Context: an optimization exercise on an open-source flow, tuned for small area. The choices shown serve that exercise and are no tape-out recipe. The RTL was checked by simulation tests, not by an equivalence proof against the original design. No run shown here takes its clock network from TritonCTS; it comes from the design's own scripts or RTL. The clock port is modelled as an ideal driver, which makes a skipped or thinned clock tree look cheaper than it is; a real chip needs a root buffer or a tree. Power is estimated from default activity; no workload was simulated.

--- flow/design.v ---
`default_nettype none
module adcSGM58600Ctrler
#(
  parameter STATUS = 8'b0000_0100,
  parameter MUX    = 8'b0001_0000,
  parameter ADCON  = 8'b0000_0001,
  parameter DRATE  = 8'b1111_0000
)(
  output reg  [23 : 0]  adc_dout_24b,
  output reg            adc_dout_24b_valid,
  output wire         adc_cs_n,
  output wire         adc_sclk,
  output reg          adc_din,
  input  wire         adc_dout,
  input  wire         adc_drdy_n,
  output wire         adc_sync_n,
  output wire         adc_rst_n,
  input  wire         clk,
  input  wire         rstn
);
reg adc_drdy_n_r1;
always @(posedge clk)
  adc_drdy_n_r1 <= adc_drdy_n;
wire adc_drdy_n_nedge = ~adc_drdy_n &  adc_drdy_n_r1;
wire adc_drdy_n_pedge =  adc_drdy_n & ~adc_drdy_n_r1;
assign adc_cs_n   = 1'b0;
assign adc_sync_n = 1'b1;
assign adc_rst_n  = rstn;
localparam [1:0] IDLE = 2'd0, WRITE_REG = 2'd2, SEND_CMD = 2'd3, READ = 2'd1;
reg [1:0] state;
wire s_idle = (state == IDLE);
wire s_wreg = (state == WRITE_REG);
wire s_cmd  = (state == SEND_CMD);
wire s_read = (state == READ);
reg [1:0] ph;
assign adc_sclk = ph[1];
wire adc_sclk_pedge    =  ph[1] &  ph[0];
wire adc_sclk_pedge_r1 =  ph[1] & ~ph[0];
reg  [23:0] adc_dout_24b_temp;
wire [23:0] cnt = adc_dout_24b_temp;
wire wreg_bit = (cnt[14] & ~cnt[9] & ~cnt[4])
  | (~cnt[4] & ~cnt[2] & cnt[1])
  | (~cnt[16] & cnt[14] & cnt[1])
  | (~cnt[9] & ~cnt[4] & cnt[3])
  | (cnt[13] & ~cnt[8] & cnt[7]);
wire write_reg_finish = (~cnt[10] & cnt[7] & ~cnt[0]);
wire rdatac_cmd_finish = (cnt[7])
  | (cnt[12])
  | (cnt[17]);
wire rdatac_din = (cnt[6])
  | (cnt[11])
  | (cnt[16]);
wire rdatac_wait_finish = (cnt[13] & ~cnt[8] & cnt[7] & ~cnt[0]);
reg adc_sclk_en;
always @(*) begin
  case (state)
    WRITE_REG: adc_sclk_en = ~write_reg_finish;
    SEND_CMD:  adc_sclk_en = ~adc_drdy_n & ~rdatac_cmd_finish;
    READ:      adc_sclk_en = ~adc_drdy_n;
    default:   adc_sclk_en = 1'b0;
  endcase
end
always @(posedge clk) begin
  ph[0] <= adc_sclk_en & ~ph[1];
  ph[1] <= ph[0] & (adc_sclk_en | ph[1]);
end
wire wreg_done = s_wreg & adc_drdy_n_nedge & write_reg_finish;
always @(posedge clk) begin
  if (~rstn)
    state <= IDLE;
  else
    case (state)
      IDLE:      if (adc_drdy_n_nedge)   state <= WRITE_REG;
      WRITE_REG: if (wreg_done)          state <= SEND_CMD;
      SEND_CMD:  if (rdatac_wait_finish) state <= READ;
      default: ;
    endcase
end
always @(*) begin
  case (state)
    WRITE_REG: adc_din = wreg_bit;
    SEND_CMD:  adc_din = rdatac_din;    
    default:   adc_din = 1'b0;
  endcase
end
wire cnt_step  = s_wreg ? adc_sclk_pedge
               : (adc_sclk_pedge | rdatac_cmd_finish);           
wire tmp_shift = s_read ?  adc_sclk_pedge_r1
               : ((s_wreg & ~wreg_done) | (s_cmd & ~rdatac_wait_finish)) & cnt_step;
wire tmp_hold  = s_read ? ~adc_sclk_pedge_r1
               : ((s_wreg & ~wreg_done) | (s_cmd & ~rdatac_wait_finish)) & ~cnt_step;
wire tmp_in    = s_read ? adc_dout : ~(cnt[19] ^ cnt[14]);
wire word_done = s_read & adc_drdy_n_pedge;
wire out_load  = rstn &  word_done;
wire out_hold  = rstn & ~word_done;               
always @(posedge clk)
  adc_dout_24b_temp <= ({24{tmp_shift}} & {adc_dout_24b_temp[22:0], tmp_in})
                     | ({24{tmp_hold}}  & adc_dout_24b_temp);
always @(posedge clk)
  adc_dout_24b <= ({24{out_load}} & adc_dout_24b_temp)
                | ({24{out_hold}} & adc_dout_24b);
always @(posedge clk)
  adc_dout_24b_valid <= word_done;
endmodule
`resetall
--- flow/constraint.sdc ---
create_clock -name core_clock -period 10.0 [get_ports {clk}]
set_input_delay 2.0000 -clock core_clock [delete_from_list [all_inputs] [get_ports {clk}]]
set_output_delay 2.0000 -clock core_clock [all_outputs]
set_load 0.01 [all_outputs]
--- flow/standard.sh ---
#!/bin/bash
# synth_recipe.tcl (not shown) runs the flow's synth.tcl, then flattens the netlist and writes it again
# the make line also repeats each setting of config.mk as NAME=value (left out here)
make -C /OpenROAD-flow-scripts/flow DESIGN_CONFIG=/design/flow/config.mk WORK_HOME=/design/flow/orfs CLKGATE_MAP_FILE= SYNTH_SCRIPT=/design/flow/synth_recipe.tcl "${@:-finish}"
--- flow/flow/upsize.tcl ---
# PRE_RESIZE hook: drive high-fanout nets by upsizing their driver instead of
# splitting them with buffers. Buffers that timing-driven global placement
# added inside the logic are removed first; then each driver whose output
# slew exceeds MY_SLEW_TARGET (ns) is replaced by the next stronger cell of
# the same function (_1 -> _2 -> _4) while that cell exists.
proc upsize_weak_drivers { target } {
  set bufs [get_cells -quiet {place* load_slew* split* rebuffer* wire*}]
  if { [llength $bufs] > 0 } {
    puts "upsize_weak_drivers: removing [llength $bufs] buffers"
    remove_buffers $bufs
  }
  estimate_parasitics -placement
  foreach net [get_nets *] {
    set drv [get_pins -quiet -of_objects $net -filter "direction == output"]
    if { [llength $drv] != 1 } { continue }
    set inst [get_cells -quiet -of_objects $drv]
    if { [llength $inst] != 1 } { continue }
    set ref [get_property $inst ref_name]
    if { [string match "*df*" $ref] || [string match "*conb*" $ref] } { continue }
    while { [get_property $drv slew_max] > $target } {
      if { ![regexp {^(.*)_(\d+)$} $ref -> base size] } { break }
      set next ""
      foreach s {2 4 8} {
        if { $s > $size && [llength [get_lib_cells -quiet */${base}_$s]] > 0 } { set next ${base}_$s; break }
      }
      if { $next eq "" } { break }
      puts "upsize_weak_drivers: [get_full_name $inst] $ref -> $next (slew [get_property $drv slew_max])"
      replace_cell $inst [lindex [get_lib_cells */$next] 0]
      set ref $next
      estimate_parasitics -placement
    }
  }
}
upsize_weak_drivers $::env(MY_SLEW_TARGET)
--- flow/flow/run.sh ---
#!/bin/bash
# Standard ORFS layout with these changes:
#  - synthesis maps logic with an area-oriented ABC script (synth.tcl, area.abc);
#  - port buffers use the smallest buffer, sky130_fd_sc_hd__buf_1;
#  - CTS is a one-level tree: the clock port drives a few buffers, each
#    driving a group of nearby registers (cts_pre.tcl, clock_buffers.tcl);
#  - before the post-placement repair, high-fanout nets get a stronger driver
#    in place of buffers (upsize.tcl).
set -euo pipefail
here=$(pwd)
export MY_ABC_SCRIPT=$here/flow/area.abc
export MY_CLK_BUF=${MY_CLK_BUF:-sky130_fd_sc_hd__clkbuf_8}
export MY_CLK_GROUPS=${MY_CLK_GROUPS:-3}
export MY_SLEW_TARGET=${MY_SLEW_TARGET:-1.1}
bash standard.sh \
  SYNTH_SCRIPT=$here/flow/synth.tcl \
  "BUFFER_PORTS_ARGS=-buffer_cell sky130_fd_sc_hd__buf_1" \
  PRE_CTS_TCL=$here/flow/cts_pre.tcl \
  PRE_RESIZE_TCL=$here/flow/upsize.tcl \
  finish > standard.log 2>&1
--- flow/flow/synth.tcl ---
# The standard flow's synthesis script (synth_recipe.tcl) with one change: ABC maps the
# logic with an area-oriented script (MY_ABC_SCRIPT) in place of ORFS's.
# Registers, their names and the flatten/rename steps are unchanged.
proc synth {args} { yosys synth -nofsm -noshare {*}$args }
proc abc {args} {
  set i [lsearch -exact $args -script]
  if { $i >= 0 && [info exists ::env(MY_ABC_SCRIPT)] } {
    set args [lreplace $args [expr {$i + 1}] [expr {$i + 1}] $::env(MY_ABC_SCRIPT)]
  }
  yosys abc {*}$args
}
source $::env(SCRIPTS_DIR)/synth.tcl
# left out here: clear keep_hierarchy, flatten, clean up, hide names made inside functions, write 1_2_yosys.v
--- flow/flow/area.abc ---
strash
&get -n
&st
&deepsyn -T 20
&dch -f
&nf -R 1000
&put
topo
--- flow/flow/cts_pre.tcl ---
# PRE_CTS hook: replace TritonCTS by a one-level clock tree. The clock port
# drives MY_CLK_GROUPS buffers (MY_CLK_BUF), each driving the registers
# nearest to it (see clock_buffers.tcl).
source [file join [file dirname [info script]] clock_buffers.tcl]
proc clock_tree_synthesis { args } {
  manual_clock_buffers clk $::env(MY_CLK_BUF) $::env(MY_CLK_GROUPS)
  set_propagated_clock [all_clocks]
}
--- flow/flow/clock_buffers.tcl ---
# Manual clock buffering: split the clock sinks into K groups (k-means on
# their positions) and drive each group from its own buffer placed at the
# group's centroid; the clock port drives the K buffers directly.
proc manual_clock_buffers { clk_net_name buf_cell k } {
  set block [ord::get_db_block]
  set net [$block findNet $clk_net_name]
  set pts {}
  foreach it [$net getITerms] {
    set b [[$it getInst] getBBox]
    lappend pts [list [expr {([$b xMin] + [$b xMax]) / 2.0}] [expr {([$b yMin] + [$b yMax]) / 2.0}] [$it getInst] [[$it getMTerm] getName]]
  }
  set n [llength $pts]
  # initial centres: sinks spread along x order
  set sorted [lsort -real -index 0 $pts]
  set cent {}
  for {set c 0} {$c < $k} {incr c} {
    set p [lindex $sorted [expr {int(($c + 0.5) * $n / $k)}]]
    lappend cent [list [lindex $p 0] [lindex $p 1]]
  }
  for {set iter 0} {$iter < 50} {incr iter} {
    set asg {}
    foreach p $pts {
      set best 0; set bd 1e30
      for {set c 0} {$c < $k} {incr c} {
        set d [expr {abs([lindex $p 0] - [lindex $cent $c 0]) + abs([lindex $p 1] - [lindex $cent $c 1])}]
        if {$d < $bd} { set bd $d; set best $c }
      }
      lappend asg $best
    }
    set newc {}
    for {set c 0} {$c < $k} {incr c} {
      set sx 0; set sy 0; set m 0
      foreach p $pts a $asg { if {$a == $c} { set sx [expr {$sx + [lindex $p 0]}]; set sy [expr {$sy + [lindex $p 1]}]; incr m } }
      if {$m > 0} { lappend newc [list [expr {$sx / $m}] [expr {$sy / $m}]] } else { lappend newc [lindex $cent $c] }
    }
    set cent $newc
  }
  set dbu [$block getDbUnitsPerMicron]
  for {set c 0} {$c < $k} {incr c} {
    set pins {}
    foreach p $pts a $asg {
      if {$a == $c} { lappend pins [get_pins -of_objects [get_cells [[lindex $p 2] getName]] -filter "name == [lindex $p 3]"] }
    }
    if {[llength $pins] == 0} { continue }
    set x [expr {[lindex $cent $c 0] / $dbu}]
    set y [expr {[lindex $cent $c 1] / $dbu}]
    puts "clock group $c: [llength $pins] sinks, buffer at $x $y"
    insert_buffer -buffer_cell $buf_cell -net $clk_net_name -load_pins $pins -location [list $x $y] \
      -buffer_name clkbuf_leaf_$c -net_name clknet_leaf_$c
  }
}
--- flow/config.mk ---
export PLATFORM = sky130hd
export DESIGN_NAME = adcSGM58600Ctrler
export DESIGN_NICKNAME = adcSGM58600Ctrler
export VERILOG_FILES = /design/flow/design.v
export SDC_FILE = /design/flow/constraint.sdc
export NUM_CORES = 4
export LEC_CHECK = 0
export ABC_AREA = 1
export CAP_MARGIN = 0
export CORE_MARGIN = 2
export CORE_UTILIZATION = 65
export PLACE_DENSITY = 0.75
export SLEW_MARGIN = 0
==> results of run 1 <==
[per-layer routing]
layer / vias up / routed length [µm]
li1: 560 / -
met2: 32 / 1520
met4: 0 / 21
met3: 2 / 167
met5: - / 0
met1: 575 / 1430
[flip-flops by register name, summed over array words and instances, names as in the netlist]
signal,cells
adc_dout_24b,24
adc_dout_24b_temp,24
adc_dout_24b_valid,1
adc_drdy_n_r1,1
ph,2
state,2
[power by group through the flow]
stage	clock network, W	logic, W	registers [W]
finish	0.0000777	0.00000954	0.000218
global route	0.0000874	0.0000105	0.000218
CTS	0.0000799	0.00000939	0.000218
detailed placement	0	0.00000936	0.000223
global placement	0	0.0000110	0.000223
floorplan	0	0.00000790	0.000223
[cell type report, without the clock buffers]
cell class              instances  area (µm²)  share of cell area (%)
well taps                      30        37.5                    2.06
inverters                       3        11.3                   0.618
multi-input cells              87         651                    35.7
flip-flops and latches         54        1080                    59.3
[final timing paths]
| path | to | cells past startpoint | slack [ns] | startpoint |
|---|---|---|---|---|
| worst max-delay path | adc_dout_24b_temp[5] | 8 | 5.71 | adc_drdy_n |
| worst min-delay path | adc_dout_24b_valid | 1 | 0.46 | adc_drdy_n_r1 |
| worst max register to register | adc_dout_24b_temp[5] | 8 | 7.02 | adc_dout_24b_temp[7] |
| worst min register to register | adc_dout_24b_valid | 1 | 0.46 | adc_drdy_n_r1 |
[cell families after synthesis]
logic type,count (synthesis)
AO/OA/AOI/OAI,63
flip-flops,54
AND/OR/NAND/NOR,21
buffers and inverters,6
other,2
XOR/XNOR,1
[per-stage QoR]
step / worst slack (ns) / util, %
6_report: 5.71 / 72.2
3_5_place_dp: 5.58 / 70.6
5_1_grt: 5.58 / 72.2
2_1_floorplan: 5.39 / -
3_3_place_gp: 5.71 / 75.7
4_1_cts: 5.75 / 72.2
[cell usage after synthesis, types with 2 or more instances]
library cell,n,area (µm²)
buf_4,3,22.5
a22o_1,48,420
nor3_1,2,10.0
o21ai_0,3,15.0
clkinv_1,3,11.3
nor2b_1,3,18.8
nor2_1,7,26.3
nand2_1,3,11.3
a21oi_1,6,30.0
conb_1,2,7.51
dfxtp_1,54,1080
or3b_1,2,17.5
a21boi_0,2,15.0
==> reports/metrics.csv, run 1 <==
stage;metric;value;unit
cells_and_area;synthesis-to-finish area growth;3.78;%
clock_network;post_cts resized;0;
grt;largest net degree at the start of global routing;26;
logic_synthesis;post-synthesis xor/xnor area fraction;0.499;%
logic_synthesis;EDFF count, synth;0;
logic_synthesis;Adder-Cell Fraction of Synth Area;0;%
timing;Worst-Margin Slew;1.15;ns
worst_setup_path;CP max FO;25;
timing;max-slew violation count;0;
drt;# DRC;0;
drt;initial DRC count;40;
logic_synthesis;Async SR Flop Fraction;0;%
die;die area;3130;µm²
worst_setup_path;Critical-path top delay cell;a21oi_2;
place;IO buf count;31;
power;sequential share of power;71.4;%
logic_synthesis;Simple-Gate Fraction of Synth Area;6.49;%
timing;RSZ-0062 raised after global routing;no;
worst_hold_path;worst hold path class;flip-flop to flip-flop;
timing;Final Skew;0.0173;ns
timing;Final Cycle Share;42.9;%
job;Max-cap violations;0;
worst_setup_path;cells along the critical path;or3b_1 -> nor2_1 -> nor2_1 -> nand3_1 -> o21ai_0 -> a21oi_2 -> nor2_2 -> a22o_1;
worst_setup_path;CP endpoint kind;flip-flop;
drt;drt total wl;3.14;mm
grt;M3 GR Usage;3.49;%
clock_network;Post-CTS Hold Buffers;0;
logic_synthesis;library cells used by synthesis;22;
logic_synthesis;Avg Synthesized Cell Area;11.9;µm²
power;maximum vdd drop;0.174;mV
die;initial core utilization;69.6;%
worst_setup_path;CP bufs+invs;0;
power;power density cells;168;nW/µm²
grt;gr ovfl total;0;
die;# IOs;34;
worst_setup_path;Top cell by count, worst path;nor2_1;
cells_and_area;non-filler instance count after layout;177;
cells_and_area;Design Area, Final;1820;µm²
logic_synthesis;Mapped Nets;151;
cells_and_area;commonest non-fill, non-tap cells in the layout;dfxtp_1, a22o_1, nor2_1, a21oi_1;
timing;Setup violations, final;0;
cells_and_area;commonest non-fill, non-tap cell in the layout;dfxtp_1;
grt;number of global-route vias before repair;1087;
timing;Fin Hold WS;0.462;ns
drt;WL/cell;17.7;µm
grt;grt met1 use;28.6;%
drt;vias;1169;
grt;initial antenna violation count;0;
cells_and_area;final net count;153;
run_status;status;no timing/DRC/antenna violations;
logic_synthesis;Mapped Cells;147;
power;Pint;0.000246;W
logic_synthesis;cell area after synthesis;1760;µm²
logic_synthesis;Seq/Total Area, Yosys;61.6;%
logic_synthesis;multiplexer share of the synthesized area;0;%
grt;GRT Overall Usage;19.4;%
logic_synthesis;largest family of logic cells by synthesized area;compound AO/OA/AOI/OAI gates;
power;P_sw;0.0000589;W
die;# rows;18;
place;Placed Cells;174;
timing;maximum clock rate;233;MHz
logic_synthesis;synth warn;1;
place;dpl hpwl;2.03;mm
place;Cell Area, Placed;1780;µm²
drt;Detailed Routing Iterations Pass 1;4;
logic_synthesis;Synth Area in Compound Gates;29.1;%
logic_synthesis;prevailing post-synth register cell;dfxtp_1;
die;core box area;2520;µm²
cells_and_area;ANT cells;0;
worst_setup_path;Setup Crit Path Kind;input pin to flip-flop;
power;Final Power;0.000305;W
worst_setup_path;Largest delay share family, worst path;compound AO/OA/AOI/OAI gates;
drt;drt via density;6.60;
worst_setup_path;CP arrival;4.33;ns
clock_network;Post-CTS Setup Bufs;0;
timing;setup tns final;0;ns
power;Clk pwr share;25.4;%
place;RD Place Congestion;0.739;
worst_setup_path;Req. time, crit path;10.05;ns
timing;final-report hold violation count;0;
power;Sw Ratio;19.3;%
cells_and_area;Filler cells;190;
worst_setup_path;startpoint types;input pin;
die;Die Y;56.0;µm
grt;GR Util met2;31.4;%
grt;GR peak layer;met2;
power;Pleak;0.680;nW
drt;antenna viol nets, final;0;
grt;first-pass GRT wire length;5.18;mm
logic_synthesis;count of state elements after synthesis;54;
worst_setup_path;CP max stage delay;0.84;ns
clock_network;Clock transition at path regs;0.11;ns
power;Comb pwr share;3.1;%
die;Die W;56.0;µm
timing;crit path time final;4.29;ns
cells_and_area;layout cell share with drive strength beyond 1;4.76;%
clock_network;clk latency of the worst-skew pair;0.17;ns
timing;worst rel slew slack;23.5;%
==> run 2: changes to the inputs <==
--- a/flow/flow/run.sh
+++ b/flow/flow/run.sh
@@ -10,6 +10,6 @@
 here=$(pwd)
 export MY_ABC_SCRIPT=$here/flow/area.abc
-export MY_CLK_BUF=${MY_CLK_BUF:-sky130_fd_sc_hd__clkbuf_8}
-export MY_CLK_GROUPS=${MY_CLK_GROUPS:-3}
+export MY_CLK_BUF=${MY_CLK_BUF:-sky130_fd_sc_hd__clkbuf_16}
+export MY_CLK_GROUPS=${MY_CLK_GROUPS:-2}
 export MY_SLEW_TARGET=${MY_SLEW_TARGET:-1.1}
 bash standard.sh \
--- a/flow/flow/upsize.tcl
+++ b/flow/flow/upsize.tcl
@@ -6,7 +6,19 @@
 proc upsize_weak_drivers { target } {
   set bufs [get_cells -quiet {place* load_slew* split* rebuffer* wire*}]
-  if { [llength $bufs] > 0 } {
-    puts "upsize_weak_drivers: removing [llength $bufs] buffers"
-    remove_buffers $bufs
+  foreach b $bufs {
+    # reconnect the buffer's loads to its input net, then delete it
+    set inst [[ord::get_db_block] findInst [get_full_name $b]]
+    set in_net ""; set out_net ""
+    foreach it [$inst getITerms] {
+      if { [$it isInputSignal] } { set in_net [$it getNet] }
+      if { [$it isOutputSignal] } { set out_net [$it getNet] }
+    }
+    if { $in_net eq "" || $out_net eq "" || [llength [$out_net getBTerms]] > 0 } { continue }
+    puts "upsize_weak_drivers: removing buffer [$inst getName]"
+    foreach it [$out_net getITerms] {
+      if { [$it getInst] ne $inst } { $it disconnect; $it connect $in_net }
+    }
+    odb::dbInst_destroy $inst
+    odb::dbNet_destroy $out_net
   }
   estimate_parasitics -placement
--- a/flow/config.mk
+++ b/flow/config.mk
@@ -9,5 +9,4 @@
 export CAP_MARGIN = 0
 export CORE_MARGIN = 2
-export CORE_UTILIZATION = 65
-export PLACE_DENSITY = 0.75
+export CORE_UTILIZATION = 40
 export SLEW_MARGIN = 0
==> run 2 against run 1 <==
Effect of this change:
- utilization decreased by 26 points
- combinational power up 11%
- via count grew 6.9%
- synthesized area did not move
- largest cell class unchanged
- global-route usage is 6.3 points lower
- clock power rose by 15%
- still clean on timing, DRC and antenna
==> reports/metrics.csv, run 2 <==
stage;metric;value;unit
drt;vias;1250;
logic_synthesis;most frequent cell after synthesis;dfxtp_1;
cells_and_area;Filler cells;412;
worst_setup_path;cells along the critical path;buf_1 -> or3b_1 -> nor2_1 -> nor2_1 -> nand3_1 -> o21ai_0 -> a21oi_2 -> nor2_2 -> a22o_1;
grt;first-pass GRT wire length;5.59;mm
worst_setup_path;CP endpoint kind;flip-flop;
logic_synthesis;leading area contributor after synthesis;dfxtp_1;
timing;Worst-Margin Slew;1.10;ns
logic_synthesis;ranking of synthesized cells by area;dfxtp_1, a22o_1, a21oi_1;
drt;drt total wl;3.33;mm
worst_setup_path;Req. time, crit path;10.06;ns
power;maximum vdd drop;0.0994;mV
worst_setup_path;Critical-path top delay cell;a21oi_2;
worst_setup_path;FF-to-FF End;adc_dout_24b_temp[23];
worst_setup_path;startpoint types;input pin;
logic_synthesis;Mapped Nets;151;
timing;RSZ-0062 raised after global routing;no;
logic_synthesis;largest family of logic cells by synthesized area;compound AO/OA/AOI/OAI gates;
worst_setup_path;critical path startpoint;adc_drdy_n;
die;die area;4930;µm²
logic_synthesis;Simple-Gate Fraction of Synth Area;6.49;%
logic_synthesis;Avg Synthesized Cell Area;11.9;µm²
power;Clk pwr share;28.1;%
timing;final-report hold violation count;0;
drt;initial DRC count;73;
worst_setup_path;CP max FO;25;
timing;Setup violations, final;0;
worst_hold_path;critical hold path startpoint;adc_drdy_n_r1;
worst_setup_path;Register-to-Register Path Depth;8;
timing;Final Skew;0.0114;ns
clock_network;Clock transition at path regs;0.10;ns
logic_synthesis;library cells used by synthesis;22;
drt;Detailed Routing Iterations Pass 1;4;
grt;number of global-route vias before repair;1163;
logic_synthesis;Synth Area in Compound Gates;29.1;%
drt;drt via density;5.46;
cells_and_area;layout cell share with drive strength beyond 1;3.39;%
cells_and_area;ANT cells;0;
timing;Final Cycle Share;43.4;%
cells_and_area;commonest non-fill, non-tap cell in the layout;dfxtp_1;
worst_setup_path;CP max stage delay;0.81;ns
worst_hold_path;Hold Path Cell Cnt;1;
die;# IOs;34;
logic_synthesis;multiplexer share of the synthesized area;0;%
clock_network;Post-CTS Setup Bufs;0;
grt;largest net degree at the start of global routing;29;
power;Pint;0.000256;W
worst_setup_path;R2R setup slack;7.08;ns
drt;WL/cell;14.5;µm
run_status;status;no timing/DRC/antenna violations;
worst_setup_path;Top cell by count, worst path;nor2_1;
clock_network;Post-CTS Hold Buffers;0;
worst_hold_path;worst hold path class;flip-flop to flip-flop;
logic_synthesis;share of the synthesized area in the top cell type;61.6;%
cells_and_area;synthesis-to-finish area growth;12.5;%
place;dpl hpwl;2.26;mm
logic_synthesis;prevailing post-synth register cell;dfxtp_1;
power;P_sw;0.0000622;W
power;sequential share of power;68.5;%
worst_setup_path;Setup Crit Path Kind;input pin to flip-flop;
timing;crit path time final;4.34;ns
drt;antenna viol nets, final;0;
timing;maximum clock rate;231;MHz
die;# rows;24;
logic_synthesis;synth warn;1;
power;Sw Ratio;19.6;%
cells_and_area;top flop regs;adc_dout_24b: 24 flops, adc_dout_24b_temp: 24 flops;
cells_and_area;final net count;183;
worst_hold_path;Min-Delay Endpoint;adc_dout_24b_valid;
cells_and_area;commonest non-fill, non-tap cells in the layout;dfxtp_1, a22o_1, buf_1, nor2_1, a21oi_1;
logic_synthesis;Mapped Cells;147;
logic_synthesis;EDFF count, synth;0;
power;Final Power;0.000318;W
grt;GRT Overall Usage;13.1;%
power;Comb pwr share;3.3;%
job;Max-cap violations;0;
logic_synthesis;Post-synth top cells;dfxtp_1, a22o_1, nor2_1;
die;initial core utilization;40.9;%
worst_setup_path;CP arrival;4.39;ns
logic_synthesis;Seq/Total Area, Yosys;61.6;%
logic_synthesis;Async SR Flop Fraction;0;%
clock_network;post_cts resized;0;
logic_synthesis;count of state elements after synthesis;54;
logic_synthesis;post-synthesis xor/xnor area fraction;0.499;%
power;power density cells;161;nW/µm²
die;Die W;70.2;µm
logic_synthesis;Adder-Cell Fraction of Synth Area;0;%
clock_network;clk latency of the worst-skew pair;0.17;ns
grt;initial antenna violation count;0;
worst_setup_path;Crit Reg-Reg Startpoint;adc_dout_24b_temp[7];
die;Die Y;70.2;µm
drt;# DRC;0;
grt;gr ovfl total;0;
timing;setup tns final;0;ns
die;core box area;4290;µm²
timing;worst rel slew slack;27.0;%
timing;max-slew violation count;0;
place;IO buf count;31;
logic_synthesis;cell area after synthesis;1760;µm²
place;RD Place Congestion;0.723;
power;Pleak;0.720;nW
## run 2: cell counts after synthesis
Identical to the previous run, type by type.
## run 2: power by group through the flow
stage               registers, W  clock network (W)    logic, W
global placement        0.000223                  0   0.0000111
CTS                     0.000218          0.0000917   0.0000107
floorplan               0.000223                  0  0.00000790
global route            0.000218          0.0000988   0.0000120
detailed placement      0.000223                  0   0.0000107
finish                  0.000218          0.0000894   0.0000106
## run 2: kinds of logic after synthesis
| family | after synthesis |
|---|---|
| other cells | 2 |
| compound gates | 63 |
| simple gates | 21 |
| xor+xnor | 1 |
| flops | 54 |
| buf+inv | 6 |
## run 2: per-layer routing
| layer | routed length (µm) | GRT usage (%) | part of all wire [%] |
|---|---|---|---|
| met4 | 24 | 0.641 | 0.72 |
| met1 | 1650 | 19.4 | 50 |
| met5 | 0 | 0 | 0 |
| met3 | 120 | 1.15 | 3.6 |
| met2 | 1530 | 21.9 | 46 |
## run 2: critical path, delay by kind of cell
family                 cells  cell delay (ns)
AOI/OAI and AO/OA          3             1.20
and+or+nand+nor            5             1.09
buffers and inverters      1             0.10
## run 2: worst max path at each step
stage | to | slack, ns | cells after the start
after global placement | adc_rst_n | 5.71 | 2
after CTS | adc_dout_24b_temp[23] | 5.64 | 9
final | adc_dout_24b_temp[23] | 5.66 | 9
after detailed placement | adc_dout_24b_temp[17] | 5.45 | 9
after global routing | adc_dout_24b_temp[3] | 5.41 | 9
after floorplan | adc_dout_24b_temp[0] | 5.39 | 8
## run 2: area by class of cell, without the clock buffers
class / instances / area [µm²] / area share (%)
tap: 52 / 65.1 / 3.30
sequential: 54 / 1080 / 54.8
multi-input combinational: 87 / 651 / 33.0
timing repair buffer: 31 / 116 / 5.89
inverter: 3 / 11.3 / 0.570
## run 2: per-stage QoR
step | setup slack, ns | std cells | hold slack [ns] | cell area (µm²) | utilization [%]
2_1_floorplan | 5.39 | 147 | 0.409 | 1760 | -
4_1_cts | 5.64 | 229 | 0.459 | 1970 | 46.0
5_1_grt | 5.41 | 229 | 0.475 | 1970 | 46.0
3_3_place_gp | 5.71 | 231 | 0.421 | 1940 | 45.3
3_5_place_dp | 5.45 | 227 | 0.441 | 1920 | 44.8
6_report | 5.66 | 229 | 0.455 | 1970 | 46.0
==> run 3: changes to the inputs <==
--- a/flow/flow/run.sh
+++ b/flow/flow/run.sh
@@ -10,6 +10,6 @@
 here=$(pwd)
 export MY_ABC_SCRIPT=$here/flow/area.abc
-export MY_CLK_BUF=${MY_CLK_BUF:-sky130_fd_sc_hd__clkbuf_16}
-export MY_CLK_GROUPS=${MY_CLK_GROUPS:-2}
+export MY_CLK_BUF=${MY_CLK_BUF:-sky130_fd_sc_hd__clkbuf_8}
+export MY_CLK_GROUPS=${MY_CLK_GROUPS:-3}
 export MY_SLEW_TARGET=${MY_SLEW_TARGET:-1.1}
 bash standard.sh \
--- a/flow/flow/upsize.tcl
+++ b/flow/flow/upsize.tcl
@@ -1,3 +1,5 @@
-# PRE_RESIZE hook: drive high-fanout nets by upsizing their driver instead of
+# PRE_RESIZE hook, run after global placement.
+# 1. merge_tie_cells: see below.
+# 2. upsize_weak_drivers: drive high-fanout nets by upsizing their driver instead of
 # splitting them with buffers. Buffers that timing-driven global placement
 # added inside the logic are removed first; then each driver whose output
@@ -44,3 +46,27 @@
   }
 }
+
+# One sky130 conb_1 tie cell has both a HI and a LO output: when one tie
+# cell drives only HI and another only LO, move the LO net to the first cell
+# and delete the second.
+proc merge_tie_cells { } {
+  set block [ord::get_db_block]
+  set hi_only {}; set lo_only {}
+  foreach inst [$block getInsts] {
+    if { [[$inst getMaster] getName] ne "sky130_fd_sc_hd__conb_1" } { continue }
+    set hi [$inst findITerm HI]; set lo [$inst findITerm LO]
+    set hn [$hi getNet]; set ln [$lo getNet]
+    if { $hn ne "NULL" && $hn ne "" && ($ln eq "NULL" || $ln eq "") } { lappend hi_only $inst }
+    if { $ln ne "NULL" && $ln ne "" && ($hn eq "NULL" || $hn eq "") } { lappend lo_only $inst }
+  }
+  foreach keep $hi_only drop $lo_only {
+    if { $keep eq "" || $drop eq "" } { break }
+    set net [[$drop findITerm LO] getNet]
+    [$drop findITerm LO] disconnect
+    [$keep findITerm LO] connect $net
+    puts "merge_tie_cells: [$drop getName] LO moved to [$keep getName]"
+    odb::dbInst_destroy $drop
+  }
+}
+merge_tie_cells
 upsize_weak_drivers $::env(MY_SLEW_TARGET)
--- a/flow/config.mk
+++ b/flow/config.mk
@@ -10,3 +10,4 @@
 export CORE_MARGIN = 2
 export CORE_UTILIZATION = 40
+export PLACE_DENSITY = 0.9
 export SLEW_MARGIN = 0
==> run 3 against run 2 <==
Effect of this change:
- total power down 3.1%
- die area unchanged
- synthesized area unchanged
- setup slack gained 0.011 ns
- combinational power barely moved
- wire length rose by 1.1%
- clock skew decreased by 0.0014 ns
- global-route usage increased by 0.55 points
- register-to-register slack gained 0.02 ns
- synthesized cell count unchanged
- design area fell by 0.63%
- critical path type unchanged
- largest cell class unchanged
==> reports/metrics.csv, run 3 <==
stage;metric;value;unit
drt;WL/cell;14.7;µm
drt;vias;1255;
place;Placed Cells;226;
logic_synthesis;EDFF count, synth;0;
place;dpl hpwl;2.28;mm
clock_network;Clock transition at path regs;0.10;ns
worst_setup_path;CP endpoint kind;flip-flop;
cells_and_area;synthesis-to-finish area growth;11.8;%
clock_network;Post-CTS Hold Buffers;0;
logic_synthesis;library cells used by synthesis;22;
power;Final Power;0.000308;W
worst_setup_path;Top cell by count, worst path;nor2_1;
logic_synthesis;share of the synthesized area in the top cell type;61.6;%
cells_and_area;non-filler instance count after layout;229;
logic_synthesis;leading area contributor after synthesis;dfxtp_1;
die;Die Y;70.2;µm
worst_setup_path;CP max FO;25;
power;maximum vdd drop;0.0787;mV
drt;drt via density;5.48;
timing;Setup violations, final;0;
worst_hold_path;Min-Delay Endpoint;adc_dout_24b_valid;
logic_synthesis;Async SR Flop Fraction;0;%
worst_setup_path;startpoint types;input pin;
cells_and_area;ANT cells;0;
die;# IOs;34;
job;Max-cap violations;0;
timing;final-report hold violation count;0;
timing;worst rel slew slack;28.1;%
worst_setup_path;Crit Reg-Reg Startpoint;adc_dout_24b_temp[7];
grt;gr ovfl total;0;
place;IO buf count;31;
timing;maximum clock rate;231;MHz
die;die area;4930;µm²
die;initial core utilization;40.9;%
timing;crit path time final;4.33;ns
timing;Worst-Margin Slew;1.08;ns
clock_network;clk latency of the worst-skew pair;0.16;ns
cells_and_area;layout cell share with drive strength beyond 1;3.95;%
logic_synthesis;ranking of synthesized cells by area;dfxtp_1, a22o_1, a21oi_1;
timing;max-slew violation count;0;
clock_network;Post-CTS Setup Bufs;0;
grt;first-pass GRT wire length;5.73;mm
worst_setup_path;Critical-path top delay cell;a21oi_2;
worst_setup_path;cells along the critical path;buf_1 -> or3b_1 -> nor2_1 -> nor2_1 -> nand3_1 -> o21ai_0 -> a21oi_2 -> nor2_2 -> a22o_1;
logic_synthesis;synth warn;1;
drt;Detailed Routing Iterations Pass 1;4;
logic_synthesis;Avg Synthesized Cell Area;11.9;µm²
grt;GRT Overall Usage;13.6;%
clock_network;post_cts resized;0;
worst_hold_path;Hold Path Cell Cnt;1;
drt;initial DRC count;103;
drt;# DRC;0;
cells_and_area;top flop regs;adc_dout_24b: 24 flops, adc_dout_24b_temp: 24 flops;
worst_setup_path;Req. time, crit path;10.05;ns
logic_synthesis;Post-synth top cells;dfxtp_1, a22o_1, nor2_1;
grt;number of global-route vias before repair;1127;
logic_synthesis;count of state elements after synthesis;54;
timing;RSZ-0062 raised after global routing;no;
logic_synthesis;Mapped Cells;147;
logic_synthesis;cell area after synthesis;1760;µm²
drt;drt total wl;3.37;mm
worst_setup_path;CP arrival;4.38;ns
logic_synthesis;Seq/Total Area, Yosys;61.6;%
grt;initial antenna violation count;0;
logic_synthesis;prevailing post-synth register cell;dfxtp_1;
cells_and_area;final core occ;45.7;%
logic_synthesis;Mapped Nets;151;
timing;Fin Hold WS;0.449;ns
worst_hold_path;worst hold path class;flip-flop to flip-flop;
cells_and_area;commonest non-fill, non-tap cells in the layout;dfxtp_1, a22o_1, buf_1, nor2_1, a21oi_1;
cells_and_area;final net count;184;
drt;antenna viol nets, final;0;
cells_and_area;commonest non-fill, non-tap cell in the layout;dfxtp_1;
die;# rows;24;
worst_setup_path;R2R setup slack;7.10;ns
timing;Final Skew;0.0100;ns
worst_setup_path;Setup Crit Path Kind;input pin to flip-flop;
run_status;status;no timing/DRC/antenna violations;
place;RD Place Congestion;0.797;
logic_synthesis;most frequent cell after synthesis;dfxtp_1;
worst_setup_path;Register-to-Register Path Depth;8;
power;Pleak;0.714;nW
worst_hold_path;critical hold path startpoint;adc_drdy_n_r1;
worst_setup_path;FF-to-FF End;adc_dout_24b_temp[10];
timing;Final Cycle Share;43.3;%
die;core box area;4290;µm²
timing;setup tns final;0;ns
power;power density cells;157;nW/µm²
worst_setup_path;CP max stage delay;0.79;ns
die;Die W;70.2;µm
grt;largest net degree at the start of global routing;26;
run 3: cell counts after synthesis:
Identical to the previous run, type by type.
run 3: metrics by stage:
stage / area (µm²) / setup slack, ns
final: 1960 / 5.67
after global routing: 1960 / 5.36
after CTS: 1960 / 5.68
after detailed placement: 1920 / 5.53
after global placement: 1940 / 5.72
after floorplan: 1760 / 5.39
run 3: final cells by class, without the clock buffers:
type,instances,area (µm²)
Timing Repair Buffer,31,116
Tap cell,52,65.1
Sequential cell,54,1080
Inverter,3,11.3
Fill cell,413,2330
Multi-Input combinational cell,86,647
run 3: logic make-up after synthesis:
group / after synthesis / synth area share [%]
AO/OA/AOI/OAI: 63 / 29.1
XOR/XNOR: 1 / 0.499
buffers and inverters: 6 / 1.92
flip-flops: 54 / 61.6
other: 2 / 0.428
AND/OR/NAND/NOR: 21 / 6.49
run 3: report_power, final:
part / internal (W) / total [W] / switching (W)
Sequential: 0.000216 / 0.000218 / 0.00000161
Clock: 0.0000279 / 0.0000795 / 0.0000515
Combinational: 0.00000248 / 0.0000107 / 0.00000818
run 3: critical path: cells and delay by family:
| family | cells | cell delay [ns] |
|---|---|---|
| buffers and inverters | 1 | 0.10 |
| AO/OA/AOI/OAI | 3 | 1.18 |
| AND/OR/NAND/NOR | 5 | 1.10 |
run 3: layer usage:
| metal | up-vias | global-route usage [%] | routed length [µm] |
|---|---|---|---|
| li1 | 624 | - | - |
| met4 | 0 | 1.50 | 41 |
| met3 | 4 | 1.59 | 185 |
| met1 | 593 | 21.3 | 1590 |
| met2 | 34 | 20.9 | 1550 |
| met5 | - | 0 | 0 |
run 3: worst max path at each step:
| stage | end | slack [ns] | depth (start not counted) | start |
|---|---|---|---|---|
| after floorplan | adc_dout_24b_temp[0] | 5.39 | 8 | adc_drdy_n |
| after global placement | adc_rst_n | 5.72 | 2 | rstn |
| after detailed placement | adc_dout_24b_temp[10] | 5.53 | 9 | adc_drdy_n |
| after CTS | adc_rst_n | 5.68 | 2 | rstn |
| after global routing | adc_dout_24b_temp[8] | 5.36 | 9 | adc_drdy_n |
| final | adc_dout_24b_temp[10] | 5.67 | 9 | adc_drdy_n |
==> run 4: changes to the inputs <==
--- a/flow/design.v
+++ b/flow/design.v
@@ -27,5 +27,5 @@
 assign adc_sync_n = 1'b1;
 assign adc_rst_n  = rstn;
-localparam [1:0] IDLE = 2'd0, WRITE_REG = 2'd2, SEND_CMD = 2'd3, READ = 2'd1;
+localparam [1:0] IDLE = 2'd2, WRITE_REG = 2'd0, SEND_CMD = 2'd1, READ = 2'd3;
 reg [1:0] state;
 wire s_idle = (state == IDLE);
@@ -39,17 +39,15 @@
 reg  [23:0] adc_dout_24b_temp;
 wire [23:0] cnt = adc_dout_24b_temp;
-wire wreg_bit = (cnt[14] & ~cnt[9] & ~cnt[4])
-  | (~cnt[4] & ~cnt[2] & cnt[1])
-  | (~cnt[16] & cnt[14] & cnt[1])
-  | (~cnt[9] & ~cnt[4] & cnt[3])
-  | (cnt[13] & ~cnt[8] & cnt[7]);
-wire write_reg_finish = (~cnt[10] & cnt[7] & ~cnt[0]);
+wire wreg_bit = (~cnt[20] & cnt[9] & ~cnt[1] & ~cnt[0])
+  | (~cnt[4] & cnt[3])
+  | (~cnt[22] & ~cnt[16] & cnt[14])
+  | (cnt[3] & ~cnt[2])
+  | (~cnt[7] & ~cnt[2] & cnt[1]);
+wire write_reg_finish = (cnt[10] & ~cnt[9] & ~cnt[0]);
 wire rdatac_cmd_finish = (cnt[7])
-  | (cnt[12])
   | (cnt[17]);
 wire rdatac_din = (cnt[6])
-  | (cnt[11])
   | (cnt[16]);
-wire rdatac_wait_finish = (cnt[13] & ~cnt[8] & cnt[7] & ~cnt[0]);
+wire rdatac_wait_finish = (~cnt[10] & cnt[1] & ~cnt[0]);
 reg adc_sclk_en;
 always @(*) begin
@@ -86,9 +84,8 @@
 wire cnt_step  = s_wreg ? adc_sclk_pedge
                : (adc_sclk_pedge | rdatac_cmd_finish);           
-wire tmp_shift = s_read ?  adc_sclk_pedge_r1
-               : ((s_wreg & ~wreg_done) | (s_cmd & ~rdatac_wait_finish)) & cnt_step;
-wire tmp_hold  = s_read ? ~adc_sclk_pedge_r1
-               : ((s_wreg & ~wreg_done) | (s_cmd & ~rdatac_wait_finish)) & ~cnt_step;
-wire tmp_in    = s_read ? adc_dout : ~(cnt[19] ^ cnt[14]);
+wire cnt_run   = (s_wreg & ~wreg_done) | (s_cmd & ~rdatac_wait_finish);
+wire tmp_shift = s_read ?  adc_sclk_pedge_r1 : cnt_run &  cnt_step;
+wire tmp_hold  = s_read ? ~adc_sclk_pedge_r1 : cnt_run & ~cnt_step;
+wire tmp_in    = s_read ? adc_dout : ~(cnt[23] ^ cnt[18]);
 wire word_done = s_read & adc_drdy_n_pedge;
 wire out_load  = rstn &  word_done;
==> run 4 against run 3 <==
Effect of this change:
- first-iteration DRC count down 26%
- synthesized cell count down 2.0%
- combinational power down 31%
- critical path type is now input pin to output pin
- critical endpoint is now adc_rst_n
- largest power group unchanged
==> reports/metrics.csv, run 4 <==
stage;metric;value;unit
logic_synthesis;Simple-Gate Fraction of Synth Area;5.56;%
worst_setup_path;Largest delay share family, worst path;buffers and inverters;
timing;maximum clock rate;232;MHz
power;power density cells;156;nW/µm²
power;Clk pwr share;25.9;%
logic_synthesis;share of the synthesized area in the top cell type;62.3;%
logic_synthesis;Mapped Nets;148;
timing;Setup violations, final;0;
logic_synthesis;Mapped Cells;144;
grt;first-pass GRT wire length;5.39;mm
worst_setup_path;Setup Crit Path Kind;input pin to output pin;
worst_setup_path;stages on the worst setup path;2;
place;Cell Area, Placed;1890;µm²
timing;final-report hold violation count;0;
timing;crit path time final;4.31;ns
power;Comb pwr share;2.4;%
timing;Fin Hold WS;0.446;ns
logic_synthesis;Avg Synthesized Cell Area;12.0;µm²
logic_synthesis;ranking of synthesized cells by area;dfxtp_1, a22o_1, o21ai_0;
worst_setup_path;CP endpoint kind;output pin;
timing;Final Cycle Share;43.1;%
power;Sw Ratio;18.9;%
cells_and_area;synthesis-to-finish area growth;11.6;%
cells_and_area;commonest non-fill, non-tap cells in the layout;dfxtp_1, a22o_1, buf_1;
drt;drt via density;5.45;
logic_synthesis;Synth Area in Compound Gates;29.2;%
power;maximum vdd drop;0.0753;mV
worst_setup_path;Crit Reg-Reg Startpoint;adc_dout_24b_temp[10];
drt;WL/cell;14.6;µm
logic_synthesis;Adder-Cell Fraction of Synth Area;0;%
worst_setup_path;Register-to-Register Path Depth;7;
cells_and_area;Filler cells;383;
worst_setup_path;Top cell by count, worst path;buf_1;
die;core box area;4090;µm²
cells_and_area;Multi-input gate area;623;µm²
cells_and_area;commonest non-fill, non-tap cell in the layout;dfxtp_1;
die;# IOs;34;
drt;# DRC;0;
place;Placed Cells;221;
logic_synthesis;largest family of logic cells by synthesized area;compound AO/OA/AOI/OAI gates;
clock_network;Post-CTS Setup Bufs;0;
logic_synthesis;EDFF count, synth;0;
power;Pleak;0.721;nW
die;Die W;69.8;µm
drt;Detailed Routing Iterations Pass 1;4;
place;RD Place Congestion;0.813;
die;Die Y;69.8;µm
place;dpl hpwl;2.23;mm
timing;setup tns final;0;ns
place;IO buf count;31;
drt;initial DRC count;76;
clock_network;Clock transition at path regs;0.12;ns
timing;RSZ-0062 raised after global routing;no;
worst_setup_path;CP endpoint;adc_rst_n;
grt;gr ovfl total;0;
grt;largest net degree at the start of global routing;26;
die;die area;4880;µm²
worst_setup_path;CP max FO;5;
drt;vias;1221;
grt;initial antenna violation count;0;
logic_synthesis;count of state elements after synthesis;54;
timing;Final Skew;0.0358;ns
logic_synthesis;library cells used by synthesis;20;
drt;antenna viol nets, final;0;
worst_setup_path;Critical-path top delay cell;buf_1;
logic_synthesis;prevailing post-synth register cell;dfxtp_1;
logic_synthesis;Post-synth top cells;dfxtp_1, a22o_1, nand2_1, nor2_1, o21ai_0;
timing;Worst-Margin Slew;1.04;ns
power;P_sw;0.0000571;W
worst_setup_path;CP bufs+invs;2;
power;sequential share of power;71.7;%
grt;number of global-route vias before repair;1054;
timing;worst rel slew slack;30.8;%
power;Final Power;0.000303;W
job;Max-cap violations;0;
logic_synthesis;leading area contributor after synthesis;dfxtp_1;
worst_setup_path;FF-to-FF End;adc_dout_24b_temp[13];
die;initial core utilization;42.4;%
cells_and_area;layout cell share with drive strength beyond 1;3.45;%
logic_synthesis;Seq/Total Area, Yosys;62.3;%
worst_setup_path;CP max stage delay;0.17;ns
logic_synthesis;multiplexer share of the synthesized area;0;%
power;Pint;0.000245;W
cells_and_area;Sequential Area;1080;µm²
logic_synthesis;Async SR Flop Fraction;0;%
logic_synthesis;cell area after synthesis;1730;µm²
worst_setup_path;startpoint types;input pin;
logic_synthesis;synth warn;1;
die;# rows;23;
logic_synthesis;post-synthesis xor/xnor area fraction;0.505;%
cells_and_area;final net count;181;
cells_and_area;non-filler instance count after layout;224;
worst_setup_path;CP arrival;2.31;ns
clock_network;post_cts resized;0;
clock_network;Post-CTS Hold Buffers;0;
cells_and_area;Design Area, Final;1940;µm²
worst_hold_path;worst hold path class;flip-flop to flip-flop;
logic_synthesis;most frequent cell after synthesis;dfxtp_1;
worst_setup_path;cells along the critical path;buf_1 -> buf_1;
grt;GRT Overall Usage;12.8;%
run_status;status;no timing/DRC/antenna violations;
cells_and_area;ANT cells;0;
cells_and_area;top flop regs;adc_dout_24b: 24 flops, adc_dout_24b_temp: 24 flops;
clock_network;clk latency of the worst-skew pair;0.17;ns
worst_setup_path;Req. time, crit path;8.00;ns
worst_setup_path;critical path startpoint;rstn;
timing;max-slew violation count;0;
worst_setup_path;R2R setup slack;7.18;ns
drt;drt total wl;3.28;mm
==> run 4: cell count changes after synthesis, moves of 2 or more <==
cell      previous run  this run
a21boi_0             2         0
nor3b_1              0         2
o21ai_0              3         5
a31oi_1              0         2
nor2_1               7         5
a21oi_1              6         3
nand2_1              3         5
or3b_1               2         0
==> run 4: stage by stage <==
stage / utilization, % / worst slack (ns)
6_report: 47.4 / 5.69
3_3_place_gp: 46.6 / 5.70
2_1_floorplan: - / 5.87
5_1_grt: 47.4 / 5.57
3_5_place_dp: 46.4 / 5.66
4_1_cts: 47.4 / 5.68
==> run 4: how the worst min path moves through the flow <==
stage | cells past startpoint | start | endpoint | slack [ns]
after global routing | 1 | adc_drdy_n_r1 | adc_dout_24b_valid | 0.46
after CTS | 1 | adc_drdy_n_r1 | adc_dout_24b_valid | 0.45
after detailed placement | 1 | adc_drdy_n_r1 | adc_dout_24b_valid | 0.45
after global placement | 1 | adc_drdy_n_r1 | adc_dout_24b_valid | 0.43
after floorplan | 1 | adc_drdy_n_r1 | adc_dout_24b_valid | 0.41
final | 1 | adc_drdy_n_r1 | adc_dout_24b_valid | 0.45
==> run 4: layer usage <==
metal	GRT usage, %	vias up	part of all wire, %
met5	0	-	0
met2	20.6	27	45
li1	-	612	-
met4	1.28	0	0.76
met1	18.9	580	49
met3	1.60	2	5.1
==> run 4: kinds of logic (layout without fill, tap and decap cells) <==
kind of cell,Yosys count,in the layout
xor gates and xnor gates,1,1
DFF,54,54
and+or+nand+nor,19,19
AOI/OAI and AO/OA,62,62
other,2,1
buffers and inverters,6,37
==> run 4: worst register-to-register path, delay by kind of cell, from the launching register on <==
family	cells	cell delay (ns)
flops	1	0.44
compound gates	4	1.68
simple gates	3	0.61
==> run 4: area by class of cell, without the clock buffers <==
class                      count  area share, %
inverter                       3          0.582
multi-input combinational     83           32.2
sequential                    54           55.9
tap                           50           3.23
timing repair buffer          31           6.01
==> run 4: power by group through the flow <==
| stage | Combinational, W | Sequential (W) | Clock [W] |
|---|---|---|---|
| after floorplan | 0.00000558 | 0.000222 | 0 |
| after global placement | 0.00000756 | 0.000222 | 0 |
| after detailed placement | 0.00000725 | 0.000222 | 0 |
| after CTS | 0.00000727 | 0.000217 | 0.0000805 |
| after global routing | 0.00000830 | 0.000217 | 0.0000884 |
| final | 0.00000740 | 0.000217 | 0.0000783 |
==> run 5: changes to the inputs <==
--- a/flow/flow/clock_buffers.tcl
+++ b/flow/flow/clock_buffers.tcl
@@ -18,13 +18,23 @@
     lappend cent [list [lindex $p 0] [lindex $p 1]]
   }
+  # k-means, with each group holding at most ceil(n / k) sinks: sinks are
+  # assigned greedily in order of distance to the group centres.
+  set cap [expr {($n + $k - 1) / $k}]
   for {set iter 0} {$iter < 50} {incr iter} {
-    set asg {}
-    foreach p $pts {
-      set best 0; set bd 1e30
+    set pairs {}
+    for {set i 0} {$i < $n} {incr i} {
+      set p [lindex $pts $i]
       for {set c 0} {$c < $k} {incr c} {
-        set d [expr {abs([lindex $p 0] - [lindex $cent $c 0]) + abs([lindex $p 1] - [lindex $cent $c 1])}]
-        if {$d < $bd} { set bd $d; set best $c }
+        lappend pairs [list [expr {abs([lindex $p 0] - [lindex $cent $c 0]) + abs([lindex $p 1] - [lindex $cent $c 1])}] $i $c]
       }
-      lappend asg $best
+    }
+    set pairs [lsort -real -index 0 $pairs]
+    set asg [lrepeat $n -1]
+    set fill [lrepeat $k 0]
+    foreach pr $pairs {
+      lassign $pr d i c
+      if { [lindex $asg $i] >= 0 || [lindex $fill $c] >= $cap } { continue }
+      lset asg $i $c
+      lset fill $c [expr {[lindex $fill $c] + 1}]
     }
     set newc {}
==> run 5 against run 4 <==
Effect of this change:
- global-route usage rose by 0.24 points
- first-iteration DRC count fell by 16%
- design area is the same
- sequential share of layout area is the same
- critical path depth did not move
- clock skew down 0.019 ns
- combinational power is 0.7% higher
- total power up 0.72%
- largest power group unchanged
- sequential power barely moved
- sequential cell count unchanged
- maximum frequency is essentially flat
==> reports/metrics.csv, run 5 <==
stage;metric;value;unit
power;maximum vdd drop;0.0680;mV
grt;largest net degree at the start of global routing;26;
timing;maximum clock rate;232;MHz
grt;number of global-route vias before repair;1071;
cells_and_area;synthesis-to-finish area growth;11.6;%
place;IO buf count;31;
worst_setup_path;Req. time, crit path;8.00;ns
power;Pleak;0.721;nW
worst_setup_path;Register-to-Register Path Depth;7;
timing;Worst-Margin Slew;1.05;ns
drt;vias;1219;
job;Max-cap violations;0;
logic_synthesis;EDFF count, synth;0;
timing;Final Skew;0.0170;ns
grt;first-pass GRT wire length;5.49;mm
logic_synthesis;post-synthesis xor/xnor area fraction;0.505;%
worst_setup_path;Crit Reg-Reg Startpoint;adc_dout_24b_temp[10];
place;dpl hpwl;2.23;mm
logic_synthesis;Simple-Gate Fraction of Synth Area;5.56;%
timing;max-slew violation count;0;
drt;initial DRC count;64;
worst_setup_path;Setup Crit Path Kind;input pin to output pin;
logic_synthesis;Adder-Cell Fraction of Synth Area;0;%
cells_and_area;non-filler instance count after layout;224;
cells_and_area;top flop regs;adc_dout_24b: 24 flops, adc_dout_24b_temp: 24 flops;
cells_and_area;final net count;181;
drt;Detailed Routing Iterations Pass 1;4;
logic_synthesis;multiplexer share of the synthesized area;0;%
clock_network;post_cts resized;0;
drt;drt total wl;3.34;mm
logic_synthesis;library cells used by synthesis;20;
cells_and_area;commonest non-fill, non-tap cells in the layout;dfxtp_1, a22o_1, buf_1;
power;Final Power;0.000305;W
clock_network;Post-CTS Setup Bufs;0;
logic_synthesis;Async SR Flop Fraction;0;%
place;Setup WS pre-CTS;5.66;ns
worst_setup_path;CP max stage delay;0.17;ns
worst_hold_path;Min-Delay Endpoint;adc_dout_24b_valid;
place;RD Place Congestion;0.813;
drt;antenna viol nets, final;0;
clock_network;Post-CTS Hold Buffers;0;
worst_hold_path;worst hold path class;flip-flop to flip-flop;
cells_and_area;layout cell share with drive strength beyond 1;3.45;%
worst_hold_path;Hold Path Cell Cnt;1;
drt;WL/cell;14.9;µm
worst_setup_path;CP bufs+invs;2;
timing;Final Cycle Share;43.1;%
die;# rows;23;
logic_synthesis;Synth Area in Compound Gates;29.2;%
die;die area;4880;µm²
timing;setup tns final;0;ns
die;Die W;69.8;µm
die;initial core utilization;42.4;%
drt;# DRC;0;
grt;initial antenna violation count;0;
timing;final-report hold violation count;0;
timing;crit path time final;4.31;ns
logic_synthesis;cell area after synthesis;1730;µm²
logic_synthesis;Mapped Cells;144;
worst_setup_path;CP arrival;2.31;ns
worst_hold_path;critical hold path startpoint;adc_drdy_n_r1;
clock_network;clk latency of the worst-skew pair;0.17;ns
worst_setup_path;FF-to-FF End;adc_dout_24b_temp[10];
power;power density cells;157;nW/µm²
logic_synthesis;share of the synthesized area in the top cell type;62.3;%
worst_setup_path;Top cell by count, worst path;buf_1;
logic_synthesis;Mapped Nets;148;
logic_synthesis;synth warn;1;
worst_setup_path;CP max FO;5;
die;core box area;4090;µm²
cells_and_area;commonest non-fill, non-tap cell in the layout;dfxtp_1;
logic_synthesis;ranking of synthesized cells by area;dfxtp_1, a22o_1, o21ai_0;
run_status;status;no timing/DRC/antenna violations;
logic_synthesis;Post-synth top cells;dfxtp_1, a22o_1, nand2_1, nor2_1, o21ai_0;
clock_network;Clock transition at path regs;0.11;ns
logic_synthesis;Avg Synthesized Cell Area;12.0;µm²
timing;Setup violations, final;0;
timing;worst rel slew slack;30.1;%
worst_setup_path;startpoint types;input pin;
logic_synthesis;count of state elements after synthesis;54;
die;Die Y;69.8;µm
logic_synthesis;Seq/Total Area, Yosys;62.3;%
logic_synthesis;prevailing post-synth register cell;dfxtp_1;
logic_synthesis;most frequent cell after synthesis;dfxtp_1;
timing;Final WS setup;5.69;ns
cells_and_area;ANT cells;0;
worst_setup_path;Largest delay share family, worst path;buffers and inverters;
grt;gr ovfl total;0;
timing;RSZ-0062 raised after global routing;no;
worst_setup_path;CP endpoint kind;output pin;
place;Placed Cells;221;
grt;GRT Overall Usage;13.0;%
drt;drt via density;5.44;
die;# IOs;34;
logic_synthesis;leading area contributor after synthesis;dfxtp_1;
worst_setup_path;cells along the critical path;buf_1 -> buf_1;
logic_synthesis;largest family of logic cells by synthesized area;compound AO/OA/AOI/OAI gates;
worst_setup_path;R2R setup slack;7.22;ns
worst_setup_path;Critical-path top delay cell;buf_1;
==> run 5: cell counts after synthesis <==
No cell type changed its count.
==> run 5: cells by family (layout without fill, tap and decap cells) <==
| logic type | after synthesis | in the layout |
|---|---|---|
| compound gates | 62 | 62 |
| simple gates | 19 | 19 |
| flops | 54 | 54 |
| xor+xnor | 1 | 1 |
| other cells | 2 | 1 |
| buf+inv | 6 | 37 |
==> run 5: worst max path at each step <==
stage          slack [ns]  cells after the start  startpoint                    to
4_1_cts              5.68                      2        rstn             adc_rst_n
5_1_grt              5.57                      8  adc_drdy_n  adc_dout_24b_temp[0]
3_5_place_dp         5.66                      8  adc_drdy_n  adc_dout_24b_temp[0]
2_1_floorplan        5.87                      7  adc_drdy_n  adc_dout_24b_temp[0]
3_3_place_gp         5.70                      2        rstn             adc_rst_n
6_report             5.69                      2        rstn             adc_rst_n
==> run 5: stage by stage <==
step                      utilization, %  hold slack [ns]  instance area [µm²]
after floorplan                        -            0.408                 1730
after global placement              46.6            0.427                 1910
after detailed placement            46.4            0.445                 1890
after CTS                           47.4            0.448                 1940
after global routing                47.4            0.467                 1940
final                               47.4            0.447                 1940
==> run 5: power by group <==
group | internal, W | switching (W)
Combinational | 0.00000171 | 0.00000575
Clock | 0.0000280 | 0.0000525
Sequential | 0.000216 | 0.00000100
Total | 0.000246 | 0.0000592
==> run 5: layer usage <==
layer  wire (µm)  track usage [%]  vias up
li1            -                -      613
met1        1620             18.9      578
met2        1540             21.5       26
met3         152             1.60        2
met4          25             1.28        0
met5           0                0        -
==> run 5: final cells by class, without the clock buffers <==
class,count,area (µm²)
Fill cell,385,2150
Inverter,3,11.3
Multi-Input combinational cell,83,623
Sequential cell,54,1080
Tap cell,50,62.6
Timing Repair Buffer,31,116
==> run 6: changes to the inputs <==
--- a/flow/config.mk
+++ b/flow/config.mk
@@ -10,4 +10,4 @@
 export CORE_MARGIN = 2
 export CORE_UTILIZATION = 40
-export PLACE_DENSITY = 0.9
+export PLACE_DENSITY = 0.95
 export SLEW_MARGIN = 0
==> run 6 against run 5 <==
Effect of this change:
- still clean on timing, DRC and antenna
- sequential cell count did not move
- sequential share of layout area unchanged
- register-to-register slack better by 0.03 ns
- setup slack lost 0.0014 ns
==> reports/metrics.csv, run 6 <==
stage;metric;value;unit
logic_synthesis;Mapped Nets;148;
logic_synthesis;Mapped Cells;144;
grt;GR peak layer;met2;
worst_setup_path;stages on the worst setup path;2;
grt;number of global-route vias before repair;1084;
drt;vias;1228;
place;IO buf count;31;
logic_synthesis;share of the synthesized area in the top cell type;62.3;%
grt;gr ovfl total;0;
worst_setup_path;CP endpoint kind;output pin;
timing;max-slew violation count;0;
worst_setup_path;Setup Crit Path Kind;input pin to output pin;
worst_setup_path;Req. time, crit path;8.00;ns
cells_and_area;layout cell share with drive strength beyond 1;3.45;%
worst_setup_path;CP max stage delay;0.17;ns
timing;Setup violations, final;0;
logic_synthesis;Avg Synthesized Cell Area;12.0;µm²
drt;drt total wl;3.37;mm
logic_synthesis;count of state elements after synthesis;54;
die;# IOs;34;
timing;Final Skew;0.0152;ns
clock_network;Clock transition at path regs;0.10;ns
cells_and_area;ANT cells;0;
power;Sw Ratio;19.4;%
clock_network;Post-CTS Hold Buffers;0;
worst_setup_path;Largest delay share family, worst path;buffers and inverters;
run_status;status;no timing/DRC/antenna violations;
place;dpl hpwl;2.30;mm
worst_hold_path;Hold Path Cell Cnt;1;
drt;drt via density;5.48;
drt;Detailed Routing Iterations Pass 1;4;
die;# rows;23;
logic_synthesis;most frequent cell after synthesis;dfxtp_1;
power;Final Power;0.000305;W
die;initial core utilization;42.4;%
die;Die Y;69.8;µm
cells_and_area;top flop regs;adc_dout_24b: 24 flops, adc_dout_24b_temp: 24 flops;
timing;Final Cycle Share;43.1;%
logic_synthesis;ranking of synthesized cells by area;dfxtp_1, a22o_1, o21ai_0;
timing;crit path time final;4.31;ns
logic_synthesis;EDFF count, synth;0;
worst_setup_path;startpoint types;input pin;
drt;# DRC;0;
clock_network;clk latency of the worst-skew pair;0.17;ns
power;Pleak;0.721;nW
logic_synthesis;library cells used by synthesis;20;
clock_network;Post-CTS Setup Bufs;0;
place;RD Place Congestion;0.778;
worst_setup_path;Register-to-Register Path Depth;7;
worst_setup_path;Top cell by count, worst path;buf_1;
timing;worst rel slew slack;32.7;%
logic_synthesis;leading area contributor after synthesis;dfxtp_1;
cells_and_area;commonest non-fill, non-tap cell in the layout;dfxtp_1;
worst_setup_path;Critical-path top delay cell;buf_1;
power;Clk pwr share;26.4;%
power;Comb pwr share;2.4;%
worst_setup_path;cells along the critical path;buf_1 -> buf_1;
worst_hold_path;worst hold path class;flip-flop to flip-flop;
logic_synthesis;prevailing post-synth register cell;dfxtp_1;
timing;RSZ-0062 raised after global routing;no;
cells_and_area;final net count;181;
drt;WL/cell;15.1;µm
timing;final-report hold violation count;0;
grt;GR Util met2;22.9;%
timing;Worst-Margin Slew;1.01;ns
timing;maximum clock rate;232;MHz
drt;antenna viol nets, final;0;
grt;first-pass GRT wire length;5.53;mm
timing;setup tns final;0;ns
power;power density cells;157;nW/µm²
clock_network;post_cts resized;0;
power;maximum vdd drop;0.0953;mV
die;die area;4880;µm²
cells_and_area;commonest non-fill, non-tap cells in the layout;dfxtp_1, a22o_1, buf_1;
power;P_sw;0.0000592;W
grt;largest net degree at the start of global routing;26;
cells_and_area;synthesis-to-finish area growth;11.6;%
grt;initial antenna violation count;0;
logic_synthesis;cell area after synthesis;1730;µm²
logic_synthesis;synth warn;1;
die;Die W;69.8;µm
worst_setup_path;CP bufs+invs;2;
job;Max-cap violations;0;
logic_synthesis;Async SR Flop Fraction;0;%
logic_synthesis;Seq/Total Area, Yosys;62.3;%
grt;grt met1 use;18.8;%
power;sequential share of power;71.2;%
grt;GRT Overall Usage;13.4;%
worst_setup_path;CP arrival;2.31;ns
logic_synthesis;Post-synth top cells;dfxtp_1, a22o_1, nand2_1, nor2_1, o21ai_0;
grt;M3 GR Usage;1.74;%
die;core box area;4090;µm²
worst_setup_path;CP max FO;5;
drt;initial DRC count;61;
power;Pint;0.000246;W
[run 6: cell counts after synthesis]
No cell type changed its count.
[run 6: cells by family (layout without fill, tap and decap cells)]
| group | count (synthesis) | in the layout | share of synthesized area [%] |
|---|---|---|---|
| DFF | 54 | 54 | 62.3 |
| AOI/OAI and AO/OA | 62 | 62 | 29.2 |
| xor gates and xnor gates | 1 | 1 | 0.505 |
| buffers and inverters | 6 | 37 | 1.95 |
| and+or+nand+nor | 19 | 19 | 5.56 |
| other | 2 | 1 | 0.433 |
[run 6: power groups by stage]
| stage | Sequential [W] | Clock, W | Combinational, W |
|---|---|---|---|
| detailed placement | 0.000222 | 0 | 0.00000715 |
| floorplan | 0.000222 | 0 | 0.00000558 |
| CTS | 0.000217 | 0.0000815 | 0.00000722 |
| global route | 0.000217 | 0.0000904 | 0.00000834 |
| finish | 0.000217 | 0.0000805 | 0.00000731 |
| global placement | 0.000222 | 0 | 0.00000749 |
[run 6: path summary, 6_finish.rpt]
path / start / slack, ns / endpoint
worst max-delay path: rstn / 5.69 / adc_rst_n
worst min-delay path: adc_drdy_n_r1 / 0.45 / adc_dout_24b_valid
worst max register to register: adc_dout_24b_temp[10] / 7.25 / adc_dout_24b_temp[0]
worst min register to register: adc_drdy_n_r1 / 0.45 / adc_dout_24b_valid
[run 6: routing by layer]
metal / vias up / share of wire [%]
li1: 618 / -
met1: 582 / 50
met2: 26 / 46
met3: 2 / 4.2
met4: 0 / 0.24
met5: - / 0
[run 6: final cells by class, without the clock buffers]
cell class / instances / area [µm²]
inverter: 3 / 11.3
fill: 388 / 2150
multi-input combinational: 83 / 623
tap: 50 / 62.6
timing repair buffer: 31 / 116
sequential: 54 / 1080
[run 6: per-stage QoR]
| step | cells | hold WS, ns | util, % | worst slack (ns) | cell area [µm²] |
|---|---|---|---|---|---|
| 2_1_floorplan | 144 | 0.408 | - | 5.87 | 1730 |
| 3_3_place_gp | 224 | 0.425 | 46.6 | 5.70 | 1910 |
| 3_5_place_dp | 221 | 0.441 | 46.4 | 5.69 | 1890 |
| 4_1_cts | 224 | 0.458 | 47.4 | 5.68 | 1940 |
| 5_1_grt | 224 | 0.498 | 47.4 | 5.61 | 1940 |
| 6_report | 224 | 0.452 | 47.4 | 5.69 | 1940 |

==> separate check: timing with driven ports <==
How much do the figures lean on ideal ports? The routed layouts below were timed once more, with nothing changed but the port constraints.
Step 1: set_driving_cell puts a clkbuf_16 on clk and a buf_2 on each other input, an assumption about the parent block.
Step 2, shift: input delay + t, output delay - t, t = (earliest + latest rising clock arrival at the registers) / 2. This alone moves slack from input paths to output paths.
a / b / c = ideal / step 1 / step 2; a / b = the first two.
| run | t, ns | setup WS [ns] | clock arrival spread, ns | worst slew at a driven data input, ns |
|---|---|---|---|---|
| run 1 | 0.200 | 5.714 / 5.719 / 5.519 | 0.017 / 0.017 | 0.10 |
| run 2 | 0.206 | 5.662 / 5.675 / 5.483 | 0.012 / 0.012 | 0.03 |
| run 3 | 0.214 | 5.672 / 5.671 / 5.495 | 0.010 / 0.010 | 0.03 |
| run 4 | 0.203 | 5.691 / 5.670 / 5.634 | 0.036 / 0.036 | 0.03 |
| run 5 | 0.208 | 5.691 / 5.671 / 5.637 | 0.017 / 0.017 | 0.03 |
| run 6 | 0.208 | 5.690 / 5.669 / 5.666 | 0.017 / 0.016 | 0.04 |
After both steps setup and hold are still met in every run listed. For run 1, which loses most, drivers alone change the setup slack by +0.005 ns; drivers and shift together by -0.195 ns.
